Context: an optimization exercise on an open-source flow, tuned for small area, a short achievable clock period and few clock cycles. The choices shown serve that exercise and are no tape-out recipe. RTL that was checked went through simulation tests only; none was proved equivalent to the original. The RTL of run 2 was laid out without a check of its function. No activity file was given, so power comes from the tool's default toggle rates.

<file path="design/flow/design.v">
`default_nettype none
`timescale 1ns/1ns
module dcr (
    input wire clk,
    input wire reset,
    input wire device_control_write_enable,
    input wire [7:0] device_control_data,
    output reg [7:0] thread_count
);
    always @(posedge clk) begin
        if (reset) begin
            thread_count <= 8'b0;
        end else if (device_control_write_enable) begin
            thread_count <= device_control_data;
        end
    end
endmodule
`default_nettype none
`timescale 1ns/1ns
`default_nettype none
`timescale 1ns/1ns
`default_nettype none
`timescale 1ns/1ns
module alu #(
    parameter DIV_STEPS = 2
) (
    input  wire       clk,
    input  wire       div_first,    
    input  wire [7:0] a,
    input  wire [7:0] b,
    output wire [7:0] sum,
    output wire [7:0] diff,
    output wire [7:0] prod,
    output wire [2:0] nzp,          
    output wire [7:0] quot          
);
    assign sum  = a + b;
    assign diff = a - b;
    assign prod = a * b;
    assign nzp  = {a > b, a == b, a < b};
    reg [7:0] r_q, q_q;
    reg [7:0] r_n, q_n;
    reg [8:0] t;
    integer k;
    always @(*) begin
        r_n = div_first ? 8'd0 : r_q;
        q_n = div_first ? a : q_q;
        for (k = 0; k < DIV_STEPS; k = k + 1) begin
            t = {r_n, q_n[7]};
            if (t >= {1'b0, b}) begin
                r_n = t[7:0] - b;
                q_n = {q_n[6:0], 1'b1};
            end else begin
                r_n = t[7:0];
                q_n = {q_n[6:0], 1'b0};
            end
        end
    end
    assign quot = q_n;
    always @(posedge clk) begin
        r_q <= r_n;
        q_q <= q_n;
    end
endmodule
`default_nettype none
`timescale 1ns/1ns
module lsu (
    input  wire       clk,
    input  wire       reset,
    input  wire       issue_read,
    input  wire       issue_write,
    input  wire [7:0] addr,
    input  wire [7:0] wdata,
    output reg        mem_read_valid,
    output reg  [7:0] mem_read_address,
    input  wire       mem_read_ready,
    input  wire [7:0] mem_read_data,
    output reg        mem_write_valid,
    output reg  [7:0] mem_write_address,
    output reg  [7:0] mem_write_data,
    input  wire       mem_write_ready,
    output reg  [7:0] read_data
);
    always @(posedge clk) begin
        if (reset) begin
            mem_read_valid  <= 1'b0;
            mem_write_valid <= 1'b0;
        end else begin
            if (issue_read) begin
                mem_read_valid   <= 1'b1;
                mem_read_address <= addr;
            end else if (mem_read_ready) begin
                mem_read_valid <= 1'b0;
            end
            if (issue_write) begin
                mem_write_valid   <= 1'b1;
                mem_write_address <= addr;
                mem_write_data    <= wdata;
            end else if (mem_write_ready) begin
                mem_write_valid <= 1'b0;
            end
        end
        if (mem_read_valid && mem_read_ready) read_data <= mem_read_data;
    end
endmodule
`default_nettype none
`timescale 1ns/1ns
`default_nettype none
`timescale 1ns/1ns
module registers #(
    parameter THREAD_ID = 0
) (
    input  wire       clk,
    input  wire       clear,
    input  wire       we,
    input  wire [3:0] wa,
    input  wire [7:0] wd,
    input  wire [7:0] block_id,
    input  wire [3:0] ra1,
    input  wire [3:0] ra2,
    output wire [7:0] rd1,
    output wire [7:0] rd2
);
    reg [12:0][7:0] r;
    localparam [7:0] TID = THREAD_ID;
    wire [15:0][7:0] view = {TID, 8'd4, block_id, r};
    assign rd1 = view[ra1];
    assign rd2 = view[ra2];
    genvar i;
    generate
        for (i = 0; i < 13; i = i + 1) begin : regs
            always @(posedge clk) begin
                if (clear || (we && wa == i)) r[i] <= clear ? 8'd0 : wd;
            end
        end
    endgenerate
endmodule
`default_nettype none
`timescale 1ns/1ns
module simt_stack (
    input  wire       clk,
    input  wire       clear,
    input  wire       push,
    input  wire       pop,
    input  wire [7:0] push_pc,
    input  wire [3:0] push_mask,
    output wire [7:0] tos_pc,
    output wire [3:0] tos_mask,
    output wire       empty,
    output wire       full
);
    reg [1:0] sp;
    reg [7:0] pc0, pc1;
    reg [3:0] m0, m1;
    assign empty    = (sp == 2'd0);
    assign full     = sp[1];
    assign tos_pc   = sp[1] ? pc1 : pc0;
    assign tos_mask = sp[1] ? m1 : m0;
    always @(posedge clk) begin
        if (clear) begin
            sp <= 2'd0;
        end else if (push) begin
            if (sp[0]) begin pc1 <= push_pc; m1 <= push_mask; end
            else       begin pc0 <= push_pc; m0 <= push_mask; end
            sp <= sp + 2'd1;
        end else if (pop) begin
            sp <= sp - 2'd1;
        end
    end
endmodule
`default_nettype none
`timescale 1ns/1ns
module shared_memory (
    input  wire       clk,
    input  wire       clear,
    input  wire       we,
    input  wire [7:0] addr,
    input  wire [7:0] wd,
    output wire [7:0] rd
);
    reg [255:0][7:0] m;
    assign rd = m[addr];
    genvar i;
    generate
        for (i = 0; i < 256; i = i + 1) begin : bytes
            always @(posedge clk) begin
                if (clear || (we && addr == i)) m[i] <= clear ? 8'd0 : wd;
            end
        end
    endgenerate
endmodule
`default_nettype none
`timescale 1ns/1ns
module icache #(
    parameter CL = 7,
    parameter PD = 2
) (
    input  wire        clk,
    input  wire        reset,
    input  wire        enable,        
    input  wire [7:0]  fpc,           
    output wire        hit,
    output wire [15:0] word,
    output reg         pm_valid,
    output reg  [7:0]  pm_addr,
    input  wire        pm_ready,
    input  wire [15:0] pm_data
);
    localparam C = 1 << CL;
    reg [C-1:0][15:0]   data;
    reg [C-1:0][7-CL:0] tag;
    reg [C-1:0]         valid;
    reg [15:0] fb_data;
    reg [7:0]  fb_addr;
    reg        fb_v;
    reg        fb_new;
    reg [7:0]  pf;
    wire [CL-1:0] idx = fpc[CL-1:0];
    wire hit_c = valid[idx] && (tag[idx] == fpc[7:CL]);
    wire hit_b = fb_v && (fb_addr == fpc);
    assign hit  = hit_c || hit_b;
    assign word = hit_b ? fb_data : data[idx];
    wire inflight = pm_valid && (pm_addr == fpc);
    wire demand   = enable && !hit && !inflight;
    wire [CL-1:0] pidx = pf[CL-1:0];
    wire pf_have = (valid[pidx] && (tag[pidx] == pf[7:CL])) || (fb_v && (fb_addr == pf)) ||
                   (pm_valid && (pm_addr == pf));
    wire [7:0] pdist = pf - fpc;
    wire pf_in  = (pdist != 8'd0) && (pdist <= PD);
    wire pf_rst = (pdist == 8'd0) || (pdist > 8'd16);
    wire free   = !pm_valid || pm_ready;
    always @(posedge clk) begin
        if (reset) begin
            pm_valid <= 1'b0;
            valid    <= '0;
            fb_v     <= 1'b0;
            fb_new   <= 1'b0;
            pf       <= 8'd1;
        end else begin
            if (fb_new) begin
                data[fb_addr[CL-1:0]]  <= fb_data;
                tag[fb_addr[CL-1:0]]   <= fb_addr[7:CL];
                valid[fb_addr[CL-1:0]] <= 1'b1;
            end
            fb_new <= 1'b0;
            if (pm_valid && pm_ready) begin
                fb_data <= pm_data;
                fb_addr <= pm_addr;
                fb_v    <= 1'b1;
                fb_new  <= 1'b1;
            end
            if (free && demand) begin
                pm_valid <= 1'b1;
                pm_addr  <= fpc;
                pf       <= fpc + 8'd1;
            end else if (enable && pf_rst) begin
                if (free) pm_valid <= 1'b0;
                pf <= fpc + 8'd1;
            end else if (enable && pf_in && !pf_have) begin
                if (free) begin
                    pm_valid <= 1'b1;
                    pm_addr  <= pf;
                    pf       <= pf + 8'd1;
                end
            end else begin
                if (free) pm_valid <= 1'b0;
                if (enable && pf_in && pf_have) pf <= pf + 8'd1;
            end
        end
    end
endmodule
`default_nettype none
`timescale 1ns/1ns
`default_nettype none
`timescale 1ns/1ns
module decoder (
    input  wire [15:0] instruction,
    output wire        is_br,
    output wire        is_cmp,
    output wire        is_div,
    output wire        is_ldr,
    output wire        is_str,
    output wire        is_jmp,
    output wire        is_reconv,
    output wire        is_lds,
    output wire        is_sts,
    output wire        is_ret,
    output wire        reg_write,    
    output wire [2:0]  res_sel       
);
    wire [3:0] op = instruction[15:12];
    assign is_br     = (op == 4'b0001);
    assign is_cmp    = (op == 4'b0010);
    assign is_div    = (op == 4'b0110);
    assign is_ldr    = (op == 4'b0111);
    assign is_str    = (op == 4'b1000);
    assign is_jmp    = (op == 4'b1010);
    assign is_reconv = (op == 4'b1011);
    assign is_lds    = (op == 4'b1100);
    assign is_sts    = (op == 4'b1101);
    assign is_ret    = (op == 4'b1111);
    wire writes = (op == 4'b0011) || (op == 4'b0100) || (op == 4'b0101) || (op == 4'b0110) ||
                  (op == 4'b0111) || (op == 4'b1001) || (op == 4'b1100);
    assign reg_write = writes && (instruction[11:8] < 4'd13);
    assign res_sel = (op == 4'b0011) ? 3'd0 :
                     (op == 4'b0100) ? 3'd1 :
                     (op == 4'b0101) ? 3'd2 :
                     (op == 4'b0110) ? 3'd3 :
                     (op == 4'b0111) ? 3'd4 :
                     (op == 4'b1001) ? 3'd5 : 3'd6;
endmodule
`default_nettype none
`timescale 1ns/1ns
`default_nettype none
`timescale 1ns/1ns
module core #(
    parameter CACHE_LINES_LOG2 = 7,
    parameter DIV_STEPS = 2
) (
    input  wire        clk,
    input  wire        reset,
    input  wire        start,
    input  wire [7:0]  thread_count,
    output reg         done,
    output wire        pm_valid,
    output wire [7:0]  pm_addr,
    input  wire        pm_ready,
    input  wire [15:0] pm_data,
    output wire [3:0]  rd_valid,
    output wire [31:0] rd_addr,
    input  wire [3:0]  rd_ready,
    input  wire [31:0] rd_data,
    output wire [3:0]  wr_valid,
    output wire [31:0] wr_addr,
    output wire [31:0] wr_data,
    input  wire [3:0]  wr_ready
);
    localparam DIV_CYCLES = 8 / DIV_STEPS;
    reg        launched;    
    reg        running;     
    reg        finishing;   
    reg [7:0]  bid;         
    reg [3:0]  present;     
    reg [3:0]  mask;        
    reg [3:0][2:0] nzp;
    reg [7:0]  fpc;
    reg        d_valid;
    reg [15:0] d_ir;
    reg [7:0]  d_pc;
    reg        e_valid;
    reg [7:0]  e_pc;
    reg [3:0]  e_rd;
    reg [7:0]  e_imm;
    reg        e_br, e_cmp, e_div, e_ldr, e_str, e_jmp, e_reconv, e_lds, e_sts, e_ret, e_wen;
    reg [2:0]  e_sel;
    reg [3:0][7:0] e_a;
    reg [3:0][7:0] e_b;
    reg        e_busy;      
    reg [2:0]  e_cnt;       
    reg [7:0]  t0_rs, t0_rt;    
    wire        f_hit;
    wire [15:0] f_word;
    icache #(.CL(CACHE_LINES_LOG2), .PD(2)) icache_instance (
        .clk(clk),
        .reset(reset),
        .enable(running),
        .fpc(fpc),
        .hit(f_hit),
        .word(f_word),
        .pm_valid(pm_valid),
        .pm_addr(pm_addr),
        .pm_ready(pm_ready),
        .pm_data(pm_data)
    );
    wire d_br, d_cmp, d_div, d_ldr, d_str, d_jmp, d_reconv, d_lds, d_sts, d_ret, d_wen;
    wire [2:0] d_sel;
    decoder decoder_instance (
        .instruction(d_ir),
        .is_br(d_br), .is_cmp(d_cmp), .is_div(d_div), .is_ldr(d_ldr), .is_str(d_str),
        .is_jmp(d_jmp), .is_reconv(d_reconv), .is_lds(d_lds), .is_sts(d_sts), .is_ret(d_ret),
        .reg_write(d_wen), .res_sel(d_sel)
    );
    wire [3:0] d_rs = d_ir[7:4];
    wire [3:0] d_rt = d_ir[3:0];
    wire [3:0] live = mask & present;
    wire [1:0] h = live[3] ? 2'd3 : live[2] ? 2'd2 : live[1] ? 2'd1 : 2'd0;
    wire [7:0] pc1 = e_pc + 8'd1;
    wire [3:0][7:0] sum, diff, prod, quot, ldv;
    wire [3:0][2:0] cmp;
    wire [7:0] smem_rd;
    reg  [3:0][7:0] res;
    wire s_empty, s_full;
    wire [7:0] tos_pc;
    wire [3:0] tos_mask;
    wire wr_busy = |wr_valid;
    wire rd_busy = |rd_valid;
    reg e_stall;
    always @(*) begin
        e_stall = 1'b0;
        if (e_ldr)      e_stall = !e_busy || rd_busy;
        else if (e_str) e_stall = wr_busy;
        else if (e_div) e_stall = (e_cnt != 3'(DIV_CYCLES - 1));
    end
    wire e_fire = e_valid && !e_stall;
    wire issue_rd = e_valid && e_ldr && !e_busy && !wr_busy;
    wire issue_wr = e_fire && e_str;
    reg [3:0] cond;
    integer t;
    always @(*) begin
        for (t = 0; t < 4; t = t + 1) cond[t] = |(nzp[t] & e_rd[3:1]);
    end
    wire brt = (e_imm != pc1);
    wire [3:0] taken = live & cond & {4{brt}};
    wire [3:0] ntaken = live & ~(cond & {4{brt}});
    wire divergent = (|taken) && (|ntaken);
    reg [7:0] npc;
    reg       s_push, s_pop, blk_end, set_mask;
    reg [3:0] new_mask;
    always @(*) begin
        npc = pc1;
        s_push = 1'b0;
        s_pop = 1'b0;
        blk_end = 1'b0;
        set_mask = 1'b0;
        new_mask = 4'hF;
        if (e_br) begin
            if (divergent && !s_full) begin
                s_push = 1'b1;
                npc = e_imm;
                set_mask = 1'b1;
                new_mask = taken;
            end else if (cond[h]) begin
                npc = e_imm;
            end
        end else if (e_jmp) begin
            npc = e_a[h];
        end else if (e_reconv || e_ret) begin
            if (!s_empty) begin
                s_pop = 1'b1;
                npc = tos_pc;
                set_mask = 1'b1;
                new_mask = tos_mask;
            end else if (e_ret) begin
                blk_end = 1'b1;
            end else begin
                set_mask = 1'b1;
                new_mask = 4'hF;
            end
        end
    end
    wire redirect = e_fire && (blk_end || (npc != pc1));
    wire       launch   = start && !launched && (thread_count != 8'd0);
    wire [7:0] nbid     = launch ? 8'd0 : bid + 8'd1;
    reg  [3:0] npresent;
    always @(*) begin
        for (t = 0; t < 4; t = t + 1) npresent[t] = ({nbid, 2'b00} + 10'(t)) < {2'b00, thread_count};
    end
    wire next_blk  = e_fire && blk_end && npresent[0];
    wire blk_start = launch || next_blk;
    simt_stack stack_instance (
        .clk(clk),
        .clear(blk_start),
        .push(e_fire && s_push),
        .pop(e_fire && s_pop),
        .push_pc(pc1),
        .push_mask(ntaken),
        .tos_pc(tos_pc),
        .tos_mask(tos_mask),
        .empty(s_empty),
        .full(s_full)
    );
    wire [7:0] sm_addr = live[0] ? e_a[0] : t0_rs;
    wire [7:0] sm_wd   = live[0] ? e_b[0] : t0_rt;
    shared_memory shared_memory_instance (
        .clk(clk),
        .clear(blk_start),
        .we(e_fire && e_sts),
        .addr(sm_addr),
        .wd(sm_wd),
        .rd(smem_rd)
    );
    wire d_adv = running && d_valid && (!e_valid || e_fire) && !redirect;
    wire f_adv = running && f_hit && (!d_valid || d_adv) && !redirect;
    genvar i;
    generate
        for (i = 0; i < 4; i = i + 1) begin : lanes
            wire [7:0] rf1, rf2;
            registers #(.THREAD_ID(i)) register_instance (
                .clk(clk),
                .clear(blk_start),
                .we(e_fire && e_wen && live[i]),
                .wa(e_rd),
                .wd(res[i]),
                .block_id(bid),
                .ra1(d_rs),
                .ra2(d_rt),
                .rd1(rf1),
                .rd2(rf2)
            );
            alu #(.DIV_STEPS(DIV_STEPS)) alu_instance (
                .clk(clk),
                .div_first(e_cnt == 3'd0),
                .a(e_a[i]),
                .b(e_b[i]),
                .sum(sum[i]),
                .diff(diff[i]),
                .prod(prod[i]),
                .nzp(cmp[i]),
                .quot(quot[i])
            );
            lsu lsu_instance (
                .clk(clk),
                .reset(reset),
                .issue_read(issue_rd && live[i]),
                .issue_write(issue_wr && live[i]),
                .addr(e_a[i]),
                .wdata(e_b[i]),
                .mem_read_valid(rd_valid[i]),
                .mem_read_address(rd_addr[i*8 +: 8]),
                .mem_read_ready(rd_ready[i]),
                .mem_read_data(rd_data[i*8 +: 8]),
                .mem_write_valid(wr_valid[i]),
                .mem_write_address(wr_addr[i*8 +: 8]),
                .mem_write_data(wr_data[i*8 +: 8]),
                .mem_write_ready(wr_ready[i]),
                .read_data(ldv[i])
            );
            always @(*) begin
                case (e_sel)
                    3'd0: res[i] = sum[i];
                    3'd1: res[i] = diff[i];
                    3'd2: res[i] = prod[i];
                    3'd3: res[i] = quot[i];
                    3'd4: res[i] = ldv[i];
                    3'd5: res[i] = e_imm;
                    default: res[i] = smem_rd;
                endcase
            end
            wire byp1 = e_valid && e_wen && live[i] && (e_rd == d_rs);
            wire byp2 = e_valid && e_wen && live[i] && (e_rd == d_rt);
            always @(posedge clk) begin
                if (d_adv) begin
                    e_a[i] <= byp1 ? res[i] : rf1;
                    e_b[i] <= byp2 ? res[i] : rf2;
                end
                if (blk_start) nzp[i] <= 3'b000;
                else if (e_fire && e_cmp && live[i]) nzp[i] <= cmp[i];
            end
        end
    endgenerate
    always @(posedge clk) begin
        if (reset) begin
            launched  <= 1'b0;
            running   <= 1'b0;
            finishing <= 1'b0;
            done      <= 1'b0;
            d_valid   <= 1'b0;
            e_valid   <= 1'b0;
            e_busy    <= 1'b0;
            e_cnt     <= 3'd0;
            fpc       <= 8'd0;
            bid       <= 8'd0;
            present   <= 4'd0;
            mask      <= 4'hF;
        end else begin
            if (launch) launched <= 1'b1;
            if (finishing && !wr_busy) done <= 1'b1;
            if (issue_rd) e_busy <= 1'b1;
            if (e_valid && e_div && !e_fire) e_cnt <= e_cnt + 3'd1;
            if (e_fire) begin
                e_busy <= 1'b0;
                e_cnt  <= 3'd0;
                if (set_mask) mask <= new_mask;
                if (live[0]) begin
                    t0_rs <= e_a[0];
                    t0_rt <= e_b[0];
                end
            end
            if (d_adv) begin
                e_valid  <= 1'b1;
                e_pc     <= d_pc;
                e_rd     <= d_ir[11:8];
                e_imm    <= d_ir[7:0];
                e_br     <= d_br;
                e_cmp    <= d_cmp;
                e_div    <= d_div;
                e_ldr    <= d_ldr;
                e_str    <= d_str;
                e_jmp    <= d_jmp;
                e_reconv <= d_reconv;
                e_lds    <= d_lds;
                e_sts    <= d_sts;
                e_ret    <= d_ret;
                e_wen    <= d_wen;
                e_sel    <= d_sel;
            end else if (e_fire) begin
                e_valid <= 1'b0;
            end
            if (f_adv) begin
                d_valid <= 1'b1;
                d_ir    <= f_word;
                d_pc    <= fpc;
                fpc     <= fpc + 8'd1;
            end else if (d_adv || redirect) begin
                d_valid <= 1'b0;
            end
            if (redirect) begin
                fpc     <= npc;
                e_valid <= 1'b0;
            end
            if (e_fire && blk_end && !npresent[0]) begin
                running   <= 1'b0;
                finishing <= 1'b1;
            end
            if (blk_start) begin
                running <= 1'b1;
                bid     <= nbid;
                present <= npresent;
                mask    <= 4'hF;
                fpc     <= 8'd0;
                d_valid <= 1'b0;
                e_valid <= 1'b0;
                t0_rs   <= 8'd0;
                t0_rt   <= 8'd0;
            end
        end
    end
endmodule
`default_nettype none
`timescale 1ns/1ns
module gpu #(
    parameter DATA_MEM_ADDR_BITS = 8,
    parameter DATA_MEM_DATA_BITS = 8,
    parameter DATA_MEM_NUM_CHANNELS = 4,
    parameter PROGRAM_MEM_ADDR_BITS = 8,
    parameter PROGRAM_MEM_DATA_BITS = 16,
    parameter PROGRAM_MEM_NUM_CHANNELS = 1,
    parameter NUM_CORES = 2,
    parameter THREADS_PER_BLOCK = 4
) (
    input wire clk,
    input wire reset,
    input wire start,
    output wire done,
    input wire device_control_write_enable,
    input wire [7:0] device_control_data,  
    output wire [PROGRAM_MEM_NUM_CHANNELS-1:0] program_mem_read_valid,
    output wire [PROGRAM_MEM_NUM_CHANNELS*PROGRAM_MEM_ADDR_BITS-1:0] program_mem_read_address,
    input wire [PROGRAM_MEM_NUM_CHANNELS-1:0] program_mem_read_ready,
    input wire [PROGRAM_MEM_NUM_CHANNELS*PROGRAM_MEM_DATA_BITS-1:0] program_mem_read_data,
    output wire [DATA_MEM_NUM_CHANNELS-1:0] data_mem_read_valid,
    output wire [DATA_MEM_NUM_CHANNELS*DATA_MEM_ADDR_BITS-1:0] data_mem_read_address,
    input wire [DATA_MEM_NUM_CHANNELS-1:0] data_mem_read_ready,
    input wire [DATA_MEM_NUM_CHANNELS*DATA_MEM_DATA_BITS-1:0] data_mem_read_data,
    output wire [DATA_MEM_NUM_CHANNELS-1:0] data_mem_write_valid,
    output wire [DATA_MEM_NUM_CHANNELS*DATA_MEM_ADDR_BITS-1:0] data_mem_write_address,
    output wire [DATA_MEM_NUM_CHANNELS*DATA_MEM_DATA_BITS-1:0] data_mem_write_data,
    input wire [DATA_MEM_NUM_CHANNELS-1:0] data_mem_write_ready
);
    wire [7:0] thread_count;
    dcr dcr_instance (
        .clk(clk),
        .reset(reset),
        .device_control_write_enable(device_control_write_enable),
        .device_control_data(device_control_data),
        .thread_count(thread_count)
    );
    core core_instance (
        .clk(clk),
        .reset(reset),
        .start(start),
        .thread_count(thread_count),
        .done(done),
        .pm_valid(program_mem_read_valid[0]),
        .pm_addr(program_mem_read_address[7:0]),
        .pm_ready(program_mem_read_ready[0]),
        .pm_data(program_mem_read_data[15:0]),
        .rd_valid(data_mem_read_valid),
        .rd_addr(data_mem_read_address),
        .rd_ready(data_mem_read_ready),
        .rd_data(data_mem_read_data),
        .wr_valid(data_mem_write_valid),
        .wr_addr(data_mem_write_address),
        .wr_data(data_mem_write_data),
        .wr_ready(data_mem_write_ready)
    );
endmodule
</file>
<file path="design/flow/run.sh">
#!/bin/bash
# synth_recipe.tcl (not shown) runs the flow's synth.tcl, then flattens the netlist and writes it again
# the make line also repeats each setting of config.mk as NAME=value (left out here)
make -C /OpenROAD-flow-scripts/flow DESIGN_CONFIG=/design/flow/config.mk WORK_HOME=/design/flow/orfs CLKGATE_MAP_FILE= SYNTH_SCRIPT=/design/flow/synth_recipe.tcl finish
</file>
<file path="design/flow/config.mk">
export PLATFORM = sky130hd
export DESIGN_NAME = gpu
export DESIGN_NICKNAME = gpu
export VERILOG_FILES = /design/flow/design.v
export SDC_FILE = /design/flow/constraint.sdc
export NUM_CORES = 8
export LEC_CHECK = 0
export CAP_MARGIN = 20
export CORE_MARGIN = 2
export CORE_UTILIZATION = 30
export SLEW_MARGIN = 20
</file>
<file path="design/flow/constraint.sdc">
create_clock -name core_clock -period 14.0 [get_ports {clk}]
set_input_delay 2.8000 -clock core_clock [delete_from_list [all_inputs] [get_ports {clk}]]
set_output_delay 2.8000 -clock core_clock [all_outputs]
set_load 0.01 [all_outputs]
</file>
==> results of run 1 <==
==> power groups by stage <==
stage	registers, uW	clock network (uW)	logic (uW)
after detailed placement	19000	0	3330
after CTS	18700	14800	3330
after global routing	18700	15400	3540
after global placement	19000	0	3290
final	18700	14700	3400
after floorplan	18900	0	2010
==> area by class of cell <==
| cell class | instances | share of cell area [%] |
|---|---|---|
| sequential | 5228 | 55.1 |
| clock inverter | 299 | 0.977 |
| antenna | 22 | 0.0197 |
| inverter | 213 | 0.290 |
| tap | 10900 | 4.87 |
| multi-input combinational | 9237 | 31.1 |
| clock buffer | 711 | 5.34 |
| timing repair buffer | 719 | 2.26 |
==> worst max path at each step <==
stage                                     start                                        endpoint  slack, ps  depth (start not counted)
after floorplan                           start    core_instance.shared_memory_instance.m[1006]        680                         12
after global placement                    start     core_instance.shared_memory_instance.m[736]       5250                         14
after detailed placement                  start     core_instance.shared_memory_instance.m[736]       5330                         14
after CTS                                 start    core_instance.shared_memory_instance.m[1344]       6520                         14
after global routing      core_instance.mask[0]  core_instance.lanes[0].register_instance.r[15]       6290                         12
final                     core_instance.mask[0]  core_instance.lanes[0].register_instance.r[23]       6450                         11
==> per-stage QoR <==
stage,total power (uW),hold WS [ps],cells,utilization [%]
final,36700,411,27300,34.1
after global routing,37700,427,27300,34.1
after CTS,36800,418,27300,34.1
after detailed placement,22300,405,26300,31.9
after global placement,22300,405,26300,31.9
after floorplan,20900,400,15900,-
==> cells by family after synthesis <==
group,Yosys count
fa+ha+maj,279
simple gates,2835
compound gates,2362
mux,3546
buf+inv,1455
flops,5228
xor+xnor,215
==> worst max-delay path, stage by stage, from the launching register on <==
cell	delay, ps
dfxtp_1	730
nand3_2	280
nand2_8	640
buf_12	500
buf_4	840
mux2i_1	190
mux4_2	600
a2111o_1	590
nor4b_1	500
nand4b_1	620
and2_1	610
a21oi_1	900
==> cells in the mapped netlist (147+ instances only) <==
master    count  area [um^2]
inv_1       204          766
nand3_1     295         1480
mux2_2     1913        21500
clkbuf_1    783         2940
mux4_2     1171        26400
nor2_1      425         1600
ha_1        214         2680
buf_2       251         1260
edfxtp_1   4961       149000
buf_1       147          552
o21ai_0     905         4530
nand2_1    1476         5540
dfxtp_1     267         5350
a21oi_1     333         1670
mux2i_1     458         4580
==> routing by layer <==
layer  track usage [%]  share of wire, %
met3              4.41                11
met5                 0             0.014
met2              28.4                45
met4              7.54               4.5
met1              25.7                40
==> state kept, by name, summed over array words and instances (netlist names), 12 cells and up <==
name / cells
core_instance.icache_instance.data: 2048
core_instance.shared_memory_instance.m: 2048
core_instance.lanes.register_instance.r: 416
core_instance.icache_instance.tag: 128
core_instance.icache_instance.valid: 128
core_instance.e_a: 32
core_instance.e_b: 32
core_instance.lanes.alu_instance.q_q: 32
core_instance.lanes.alu_instance.r_q: 32
core_instance.lanes.lsu_instance.mem_read_address: 32
core_instance.lanes.lsu_instance.mem_write_address: 32
core_instance.lanes.lsu_instance.mem_write_data: 32
core_instance.lanes.lsu_instance.read_data: 32
core_instance.d_ir: 16
core_instance.icache_instance.fb_data: 16
core_instance.nzp: 12
==> insert_results.sql, run 1 <==
INSERT INTO impl_metrics (metric_group, metric, value, unit) VALUES
('final_layout', 'area.sequential', '0.154', 'mm^2'),
('min_path', 'hold_path.class', 'reg2reg', ''),
('global_routing', 'first_pass_grt_wire_length', '1130', 'mm'),
('routing', 'drt.antenna.violating_nets', '0', ''),
('global_routing', 'antenna_found_initial', '63', ''),
('timing', 'tns', '0', 'ps'),
('yosys', 'synth.mux.area_fraction', '21.3', '%'),
('yosys', 'synth_simple_gate_area_share', '5.11', '%'),
('floorplanning', 'die-area', '0.830', 'mm^2'),
('global_routing', 'grt_start_max_net_pins', '185', ''),
('timing', 'clock-skew-final', '85.9', 'ps'),
('yosys', 'dominantRegCellSynth', 'edfxtp_1', ''),
('floorplanning', 'initial_core_util', '30.1', '%'),
('worst_setup_path', 'worstPathArrival', '8270', 'ps'),
('final_layout', 'post-route-cell-area', '0.280', 'mm^2'),
('flow_run', 'max_cap_violations', '0', ''),
('yosys', 'synthesis.nets', '16300', ''),
('worst_setup_path', 'reg2reg_from', 'core_instance.mask[0]', ''),
('timing', 'fmax', '132', 'MHz'),
('global_routing', 'remaining_global_route_overflow', '0', ''),
('pwr', 'seq_power_share', '50.8', '%'),
('timing', 'period_share', '53.9', '%'),
('yosys', 'synthesis.instances', '15900', ''),
('timing', 'hold_viol_final', '0', ''),
('timing', 'max_transition_viols_final', '0', ''),
('yosys', 'dominant_combinational_cell_family_by_area_after_synthesis', 'multiplexers', ''),
('floorplanning', 'core.rowCount', '333', ''),
('yosys', 'yosysWarningCount', '11', ''),
('timing', 'tightest_slew', '1270', 'ps'),
('clock_tree', 'clock_pin_slew_on_the_worst_setup_and_hold_paths', '60', 'ps'),
('routing', 'finalWirelength', '808', 'mm'),
('worst_setup_path', 'critical_path.max_fanout', '83', ''),
('pwr', 'power_frac_comb', '9.3', '%'),
('placement', 'placed_instance_area', '0.262', 'mm^2'),
('timing', 'rsz0062_at_grt', 'no', ''),
('pwr', 'switching_share', '25.3', '%'),
('final_layout', 'post_route_cells_drive_above_1_share', '28.0', '%'),
('final_layout', 'mostFrequentLayoutCell', 'edfxtp_1', ''),
('yosys', 'synth_fa_ha_area_share', '1.61', '%'),
('floorplanning', 'die_h', '911', 'um'),
('routing', 'dr_total_vias', '154000', ''),
('placement', 'pre_cts_slack', '5330', 'ps'),
('clock_tree', 'cts.htree.levels', '6', ''),
('final_layout', 'areaGrowthSynthToFinish', '13.5', '%'),
('pwr', 'total_switching_power', '9290', 'uW'),
('clock_tree', 'clk_latency', '1150', 'ps'),
('timing', 'period_minus_slack', '7550', 'ps'),
('yosys', 'synth_xor_area_share', '0.775', '%'),
('status', 'result_of_the_run', 'finished clean', ''),
('worst_setup_path', 'r2r_end', 'core_instance.lanes[0].register_instance.r[23]', ''),
('global_routing', 'global_route.usage.total', '18.6', '%'),
('floorplanning', 'num_io_pins', '183', ''),
('clock_tree', 'max-clock-path-buffers', '4', ''),
('floorplanning', 'core', '0.821', 'mm^2'),
('final_layout', 'fillerInstances', '78400', ''),
('pwr', 'p_leak', '0.0904', 'uW'),
('pwr', 'power.ir.vdd_worst', '0.000138', 'V'),
('floorplanning', 'die_x', '911', 'um'),
('min_path', 'hold_path.startpoint', 'core_instance.d_pc[2]', ''),
('routing', 'initialDrtViolationCount', '22200', ''),
('timing', 'relSlewSlack', '15.2', '%'),
('clock_tree', 'cts_hold_buf', '0', ''),
('pwr', 'power.internal', '27400', 'uW'),
('final_layout', 'area_used_by_multi_input_combinational_logic', '0.0871', 'mm^2'),
('yosys', 'synth_cell_types', '101', ''),
('worst_setup_path', 'reg2reg_depth', '11', ''),
('worst_setup_path', 'worstPathRequired', '14720', 'ps'),
('clock_tree', 'cts_resized', '0', ''),
('final_layout', 'fin_nets', '16300', ''),
('timing', 'final-setup-viol-count', '0', ''),
('routing', 'wire_per_inst', '29.6', 'um');
Testbench counts, summed over its fixed seeds: cycles 27,060.
==> inputs of run 2 (changes only) <==
--- a/design/flow/design.v
+++ b/design/flow/design.v
@@ -194,5 +194,6 @@
 module icache #(
     parameter CL = 7,
-    parameter PD = 2
+    parameter PD = 2,
+    parameter NOREPLACE = 1
 ) (
     input  wire        clk,
@@ -238,5 +239,5 @@
             pf       <= 8'd1;
         end else begin
-            if (fb_new) begin
+            if (fb_new && !(NOREPLACE && valid[fb_addr[CL-1:0]])) begin
                 data[fb_addr[CL-1:0]]  <= fb_data;
                 tag[fb_addr[CL-1:0]]   <= fb_addr[7:CL];
@@ -315,5 +316,5 @@
 `timescale 1ns/1ns
 module core #(
-    parameter CACHE_LINES_LOG2 = 7,
+    parameter CACHE_LINES_LOG2 = 6,
     parameter DIV_STEPS = 2
 ) (
@@ -358,4 +359,9 @@
     reg        e_busy;      
     reg [2:0]  e_cnt;       
+    reg        e_fwa, e_fwb;    
+    reg [3:0]  w_we;            
+    reg [3:0]  w_rd;
+    reg [3:0][7:0] w_res;
+    reg        clr;             
     reg [7:0]  t0_rs, t0_rt;    
     wire        f_hit;
@@ -383,4 +389,12 @@
     wire [3:0] d_rs = d_ir[7:4];
     wire [3:0] d_rt = d_ir[3:0];
+    reg [3:0][7:0] a, b;        
+    integer l;
+    always @(*) begin
+        for (l = 0; l < 4; l = l + 1) begin
+            a[l] = (e_fwa && w_we[l]) ? w_res[l] : e_a[l];
+            b[l] = (e_fwb && w_we[l]) ? w_res[l] : e_b[l];
+        end
+    end
     wire [3:0] live = mask & present;
     wire [1:0] h = live[3] ? 2'd3 : live[2] ? 2'd2 : live[1] ? 2'd1 : 2'd0;
@@ -434,5 +448,5 @@
             end
         end else if (e_jmp) begin
-            npc = e_a[h];
+            npc = a[h];
         end else if (e_reconv || e_ret) begin
             if (!s_empty) begin
@@ -450,15 +464,18 @@
     end
     wire redirect = e_fire && (blk_end || (npc != pc1));
-    wire       launch   = start && !launched && (thread_count != 8'd0);
-    wire [7:0] nbid     = launch ? 8'd0 : bid + 8'd1;
-    reg  [3:0] npresent;
+    wire       launch = start && !launched && (thread_count != 8'd0);
+    wire [7:0] bid1   = bid + 8'd1;
+    reg  [3:0] p0, pn;          
     always @(*) begin
-        for (t = 0; t < 4; t = t + 1) npresent[t] = ({nbid, 2'b00} + 10'(t)) < {2'b00, thread_count};
+        for (t = 0; t < 4; t = t + 1) begin
+            p0[t] = (8'(t) < thread_count);
+            pn[t] = ({bid1, 2'b00} + 10'(t)) < {2'b00, thread_count};
+        end
     end
-    wire next_blk  = e_fire && blk_end && npresent[0];
+    wire next_blk  = e_fire && blk_end && pn[0];
     wire blk_start = launch || next_blk;
     simt_stack stack_instance (
         .clk(clk),
-        .clear(blk_start),
+        .clear(clr),
         .push(e_fire && s_push),
         .pop(e_fire && s_pop),
@@ -470,9 +487,9 @@
         .full(s_full)
     );
-    wire [7:0] sm_addr = live[0] ? e_a[0] : t0_rs;
-    wire [7:0] sm_wd   = live[0] ? e_b[0] : t0_rt;
+    wire [7:0] sm_addr = live[0] ? a[0] : t0_rs;
+    wire [7:0] sm_wd   = live[0] ? b[0] : t0_rt;
     shared_memory shared_memory_instance (
         .clk(clk),
-        .clear(blk_start),
+        .clear(clr),
         .we(e_fire && e_sts),
         .addr(sm_addr),
@@ -488,8 +505,8 @@
             registers #(.THREAD_ID(i)) register_instance (
                 .clk(clk),
-                .clear(blk_start),
-                .we(e_fire && e_wen && live[i]),
-                .wa(e_rd),
-                .wd(res[i]),
+                .clear(clr),
+                .we(w_we[i]),
+                .wa(w_rd),
+                .wd(w_res[i]),
                 .block_id(bid),
                 .ra1(d_rs),
@@ -501,6 +518,6 @@
                 .clk(clk),
                 .div_first(e_cnt == 3'd0),
-                .a(e_a[i]),
-                .b(e_b[i]),
+                .a(a[i]),
+                .b(b[i]),
                 .sum(sum[i]),
                 .diff(diff[i]),
@@ -514,6 +531,6 @@
                 .issue_read(issue_rd && live[i]),
                 .issue_write(issue_wr && live[i]),
-                .addr(e_a[i]),
-                .wdata(e_b[i]),
+                .addr(a[i]),
+                .wdata(b[i]),
                 .mem_read_valid(rd_valid[i]),
                 .mem_read_address(rd_addr[i*8 +: 8]),
@@ -537,13 +554,17 @@
                 endcase
             end
-            wire byp1 = e_valid && e_wen && live[i] && (e_rd == d_rs);
-            wire byp2 = e_valid && e_wen && live[i] && (e_rd == d_rt);
+            wire bw1 = w_we[i] && (w_rd == d_rs);
+            wire bw2 = w_we[i] && (w_rd == d_rt);
             always @(posedge clk) begin
                 if (d_adv) begin
-                    e_a[i] <= byp1 ? res[i] : rf1;
-                    e_b[i] <= byp2 ? res[i] : rf2;
+                    e_a[i] <= bw1 ? w_res[i] : rf1;
+                    e_b[i] <= bw2 ? w_res[i] : rf2;
+                end else begin
+                    e_a[i] <= a[i];
+                    e_b[i] <= b[i];
                 end
-                if (blk_start) nzp[i] <= 3'b000;
+                if (clr) nzp[i] <= 3'b000;
                 else if (e_fire && e_cmp && live[i]) nzp[i] <= cmp[i];
+                w_res[i] <= res[i];
             end
         end
@@ -563,5 +584,14 @@
             present   <= 4'd0;
             mask      <= 4'hF;
+            w_we      <= 4'd0;
+            clr       <= 1'b0;
+            e_fwa     <= 1'b0;
+            e_fwb     <= 1'b0;
         end else begin
+            clr  <= blk_start;
+            w_we <= (e_fire && e_wen) ? live : 4'd0;
+            w_rd <= e_rd;
+            e_fwa <= d_adv && e_valid && e_wen && (e_rd == d_rs);
+            e_fwb <= d_adv && e_valid && e_wen && (e_rd == d_rt);
             if (launch) launched <= 1'b1;
             if (finishing && !wr_busy) done <= 1'b1;
@@ -609,5 +639,5 @@
                 e_valid <= 1'b0;
             end
-            if (e_fire && blk_end && !npresent[0]) begin
+            if (e_fire && blk_end && !pn[0]) begin
                 running   <= 1'b0;
                 finishing <= 1'b1;
@@ -615,6 +645,6 @@
             if (blk_start) begin
                 running <= 1'b1;
-                bid     <= nbid;
-                present <= npresent;
+                bid     <= launch ? 8'd0 : bid1;
+                present <= launch ? p0 : pn;
                 mask    <= 4'hF;
                 fpc     <= 8'd0;
==> design/flow/flow/run.sh (new file) <==
#!/bin/bash
# Standard layout, unchanged; each tool's output is kept in standard.log
bash standard.sh > standard.log 2>&1
==> design/flow/standard.sh (new file) <==
#!/bin/bash
# synth_recipe.tcl (not shown) runs the flow's synth.tcl, then flattens the netlist and writes it again
# the make line also repeats each setting of config.mk as NAME=value (left out here)
make -C /OpenROAD-flow-scripts/flow DESIGN_CONFIG=/design/flow/config.mk WORK_HOME=/design/flow/orfs CLKGATE_MAP_FILE= SYNTH_SCRIPT=/design/flow/synth_recipe.tcl "${@:-finish}"
removed: design/flow/run.sh
==> run 2 against run 1 <==
  * Highest routed layer unchanged
  * Die area decreased by 21%
  * Register-to-register slack improved by 840 ps
  * Global-route usage decreased by 0.081 points
  * Still clean on timing, DRC and antenna
  * Critical path depth increased by 11
  * Clock power decreased by 22%
==> insert_results.sql, run 2 <==
INSERT INTO impl_metrics (metric_group, metric, value, unit) VALUES
('pwr', 'power.ir.vdd_worst', '0.000127', 'V'),
('floorplanning', 'core', '0.645', 'mm^2'),
('floorplanning', 'num_io_pins', '183', ''),
('clock_tree', 'clock_pin_slew_on_the_worst_setup_and_hold_paths', '60', 'ps'),
('worst_setup_path', 'reg2reg_depth', '22', ''),
('pwr', 'design_power_total', '29400', 'uW'),
('min_path', 'timing.hold.worst_path_depth', '0', ''),
('clock_tree', 'clockRootBuffer', 'clkbuf_16', ''),
('yosys', 'synth_simple_gate_area_share', '5.84', '%'),
('yosys', 'yosys.area.top_type', 'edfxtp_1', ''),
('yosys', 'synth.mux.area_fraction', '19.1', '%'),
('final_layout', 'largest_register', 'core_instance.shared_memory_instance.m', ''),
('final_layout', 'post_route_cells_drive_above_1_share', '23.6', '%'),
('flow_run', 'max_cap_violations', '0', ''),
('yosys', 'synthMostInstantiatedCell', 'edfxtp_1', ''),
('yosys', 'synth_seq_cells', '4183', ''),
('yosys', 'synth_edf_count', '3877', ''),
('final_layout', 'mostFrequentLayoutCell', 'edfxtp_1', ''),
('pwr', 'p_leak', '0.0756', 'uW'),
('placement', 'dp.cells', '21000', ''),
('timing', 'final-setup-viol-count', '0', ''),
('yosys', 'dominantRegCellSynth', 'edfxtp_1', ''),
('timing', 'hold_viol_final', '0', ''),
('timing', 'clock-skew-final', '192', 'ps'),
('clock_tree', 'cts_buffers', '432', ''),
('timing', 'period_minus_slack', '6710', 'ps'),
('worst_setup_path', 'setup.worst_path.class', 'reg2reg', ''),
('global_routing', 'via_count_of_the_first_global_routing_pass', '116000', ''),
('clock_tree', 'max-clock-path-buffers', '4', ''),
('routing', 'via_per_inst', '5.56', ''),
('yosys', 'yosysSeqAreaShare', '63.1', '%'),
('min_path', 'worstHoldEndpoint', 'core_instance.e_pc[1]', ''),
('routing', 'finalWirelength', '633', 'mm'),
('global_routing', 'grt_start_max_net_pins', '205', ''),
('floorplanning', 'die_x', '808', 'um'),
('timing', 'rsz0062_at_grt', 'no', ''),
('global_routing', 'antenna_found_initial', '27', ''),
('worst_setup_path', 'timing.critical_path.from_type', 'register', ''),
('routing', 'initialDrtViolationCount', '17100', ''),
('yosys', 'dominant_combinational_cell_family_by_area_after_synthesis', 'multiplexers', ''),
('worst_setup_path', 'startpoint', 'core_instance.w_we[3]', ''),
('min_path', 'hold_path.class', 'reg2reg', ''),
('floorplanning', 'core.rowCount', '295', ''),
('placement', 'port-buffer-count', '182', ''),
('worst_setup_path', 'worstPathArrival', '7580', 'ps'),
('routing', 'wire_per_inst', '29.0', 'um'),
('clock_tree', 'cts_hold_buf', '0', ''),
('worst_setup_path', 'rrSetupSlack', '7290', 'ps'),
('pwr', 'power.density_cell_area', '133', 'mW/mm^2'),
('yosys', 'synthesis.area', '0.194', 'mm^2'),
('routing', 'drt_pass1_iterations', '7', ''),
('worst_setup_path', 'critical_path.max_fanout', '17', ''),
('yosys', 'synthesis.instances', '12700', ''),
('yosys', 'synth_compound_gate_area_share', '6.46', '%'),
('floorplanning', 'initial_core_util', '30.1', '%'),
('worst_setup_path', 'r2r_end', 'core_instance.w_res[24]', ''),
('floorplanning', 'die_h', '808', 'um'),
('final_layout', 'layoutNonFillerInstCount', '21800', ''),
('status', 'result_of_the_run', 'finished clean', ''),
('yosys', 'post_synth_most_frequent_cells', 'edfxtp_1, nand2_1, mux2_2', ''),
('yosys', 'synth.top_cells.by_area', 'edfxtp_1, mux4_2, mux2_2', ''),
('clock_tree', 'tritoncts_num_sinks', '4183', ''),
('yosys', 'synth_fa_ha_area_share', '2.05', '%'),
('global_routing', 'first_pass_grt_wire_length', '892', 'mm'),
('routing', 'drc_errors', '0', ''),
('placement', 'routabilityCongestion', '0.891', ''),
('timing', 'period_share', '47.9', '%'),
('clock_tree', 'cts_resized', '0', ''),
('timing', 'max_transition_viols_final', '0', ''),
('clock_tree', 'cts.htree.levels', '5', ''),
('worst_setup_path', 'worstPathRequired', '14870', 'ps'),
('timing', 'relSlewSlack', '10.1', '%'),
('min_path', 'hold_path.startpoint', 'core_instance.d_pc[1]', ''),
('timing', 'tightest_slew', '1350', 'ps'),
('global_routing', 'global_route.usage.total', '18.5', '%'),
('global_routing', 'remaining_global_route_overflow', '0', ''),
('routing', 'dr_total_vias', '121000', ''),
('yosys', 'synthesis.nets', '13000', ''),
('final_layout', 'fin_nets', '13100', ''),
('floorplanning', 'die-area', '0.654', 'mm^2'),
('yosys', 'synth_xor_area_share', '1.04', '%'),
('clock_tree', 'clk_latency', '1090', 'ps'),
('final_layout', 'final_cell_mix', 'edfxtp_1, nand2_1, mux2_2', ''),
('clock_tree', 'post_cts_setup_buffers', '0', ''),
('worst_setup_path', 'reg2reg_from', 'core_instance.w_we[3]', ''),
('yosys', 'synth_top_cell_area_share', '60.0', '%'),
('timing', 'fmax', '149', 'MHz'),
('yosys', 'synth.avg_cell_area', '15.3', 'um^2'),
('yosys', 'yosysWarningCount', '11', ''),
('final_layout', 'areaGrowthSynthToFinish', '13.8', '%'),
('yosys', 'synth_cell_types', '82', ''),
('worst_setup_path', 'endpoint_kind', 'register', ''),
('placement', 'dp_hpwl', '400', 'mm'),
('routing', 'drt.antenna.violating_nets', '0', ''),
('final_layout', 'largest_register_ffs', '2048', ''),
('clock_tree', 'tritoncts_clock_tree', 'yes', ''),
('yosys', 'synthArstFlopShare', '0', '%');
## run 2: cell count changes after synthesis, sizes merged, moves of 240 or more
cell / change
nand2: -258
mux4: -240
edfxtp: -1084
mux2: -906
a21o: +297
o21ai: -432
## run 2: per-layer routing
metal | up-vias | GRT usage, % | routed length (um) | share of wire (%)
met4 | 14 | 7.24 | 28700 | 4.5
met1 | 63200 | 26.1 | 260000 | 41
li1 | 50100 | - | - | -
met2 | 6583 | 28.4 | 282000 | 45
met5 | - | 0 | 124 | 0.020
met3 | 1215 | 3.47 | 62000 | 9.8
## run 2: cell families after synthesis
logic type / after synthesis
flops: 4183
compound gates: 1896
mux: 2407
xor+xnor: 230
fa+ha+maj: 279
simple gates: 2554
buf+inv: 1152
## run 2: per-stage QoR
stage	utilization [%]	setup TNS (ps)	hold WS, ps	instance area (um^2)	setup slack [ps]
6_report	34.2	0	419	221000	7290
5_1_grt	34.2	0	428	221000	6660
4_1_cts	34.2	0	419	221000	7440
3_5_place_dp	32.1	0	405	207000	7470
3_3_place_gp	32.1	0	401	207000	7060
2_1_floorplan	-	-269600	400	194000	-334
## run 2: how the worst max path moves through the flow
stage	end	slack, ps
final	core_instance.w_res[24]	7290
after global routing	core_instance.lanes[0].alu_instance.r_q[5]	6660
after CTS	core_instance.lanes[0].alu_instance.r_q[6]	7440
after detailed placement	core_instance.lanes[0].alu_instance.r_q[6]	7470
after global placement	core_instance.w_res[20]	7060
after floorplan	core_instance.shared_memory_instance.m[1006]	-330
## run 2: area by class of cell
type	count	area (um^2)
Clock buffer	531	11300
Inverter	242	913
Antenna cell	17	42.5
Clock inverter	269	2500
Multi-Input combinational cell	7366	67700
Sequential cell	4183	123000
Timing Repair Buffer	569	5060
Fill cell	61800	424000
Tap cell	8613	10800
## run 2: report_power, final
part	total [uW]	internal [uW]	leakage, uW	switching, uW
logic	3080	993	0.0305	2090
registers	14800	14600	0.0385	261
clock network	11500	6330	0.00670	5120
## run 2: worst max-delay path, stage by stage, from the launching register on
cell	delay (ps)
dfxtp_1	660
nand2_1	440
mux2i_1	660
inv_1	310
ha_1	320
nor2b_1	110
o21ai_0	100
a21boi_0	190
o21ai_0	130
a21oi_1	190
o21ai_0	140
nand2_1	390
mux2i_1	390
ha_1	320
a21o_1	160
a21o_1	190
a21oi_1	140
o21bai_1	110
nand3_1	110
nand3_1	70
a221o_1	520
a222oi_1	710
nand3_1	160

## static timing again, ports no longer ideal
The flow's constraints put no driver on any port. The routed layouts listed below were extracted and timed again, unchanged, in two steps.
Step 1, drivers: a clkbuf_16 drives clk and a buf_2 each remaining input, both assumed.
Step 2 moves the port delays by t, midway between the first and last clock arrival at a register: inputs arrive t later, outputs are due t later. That takes back most of the time a late clock gives input paths.
a / b / c = no drivers / after step 1 / after step 2; a / b = the first two.
run	t (ns)	slack for setup (ns)	cell pins on the clock port's net
run 1	1.230	6.452 / 6.452 / 5.401	1
run 2	1.098	7.288 / 7.288 / 7.288	1
After both steps setup and hold are still met in every run listed. The setup slack of run 1, which loses most, moves by 0.000 ns with the drivers and by -1.051 ns with both steps.
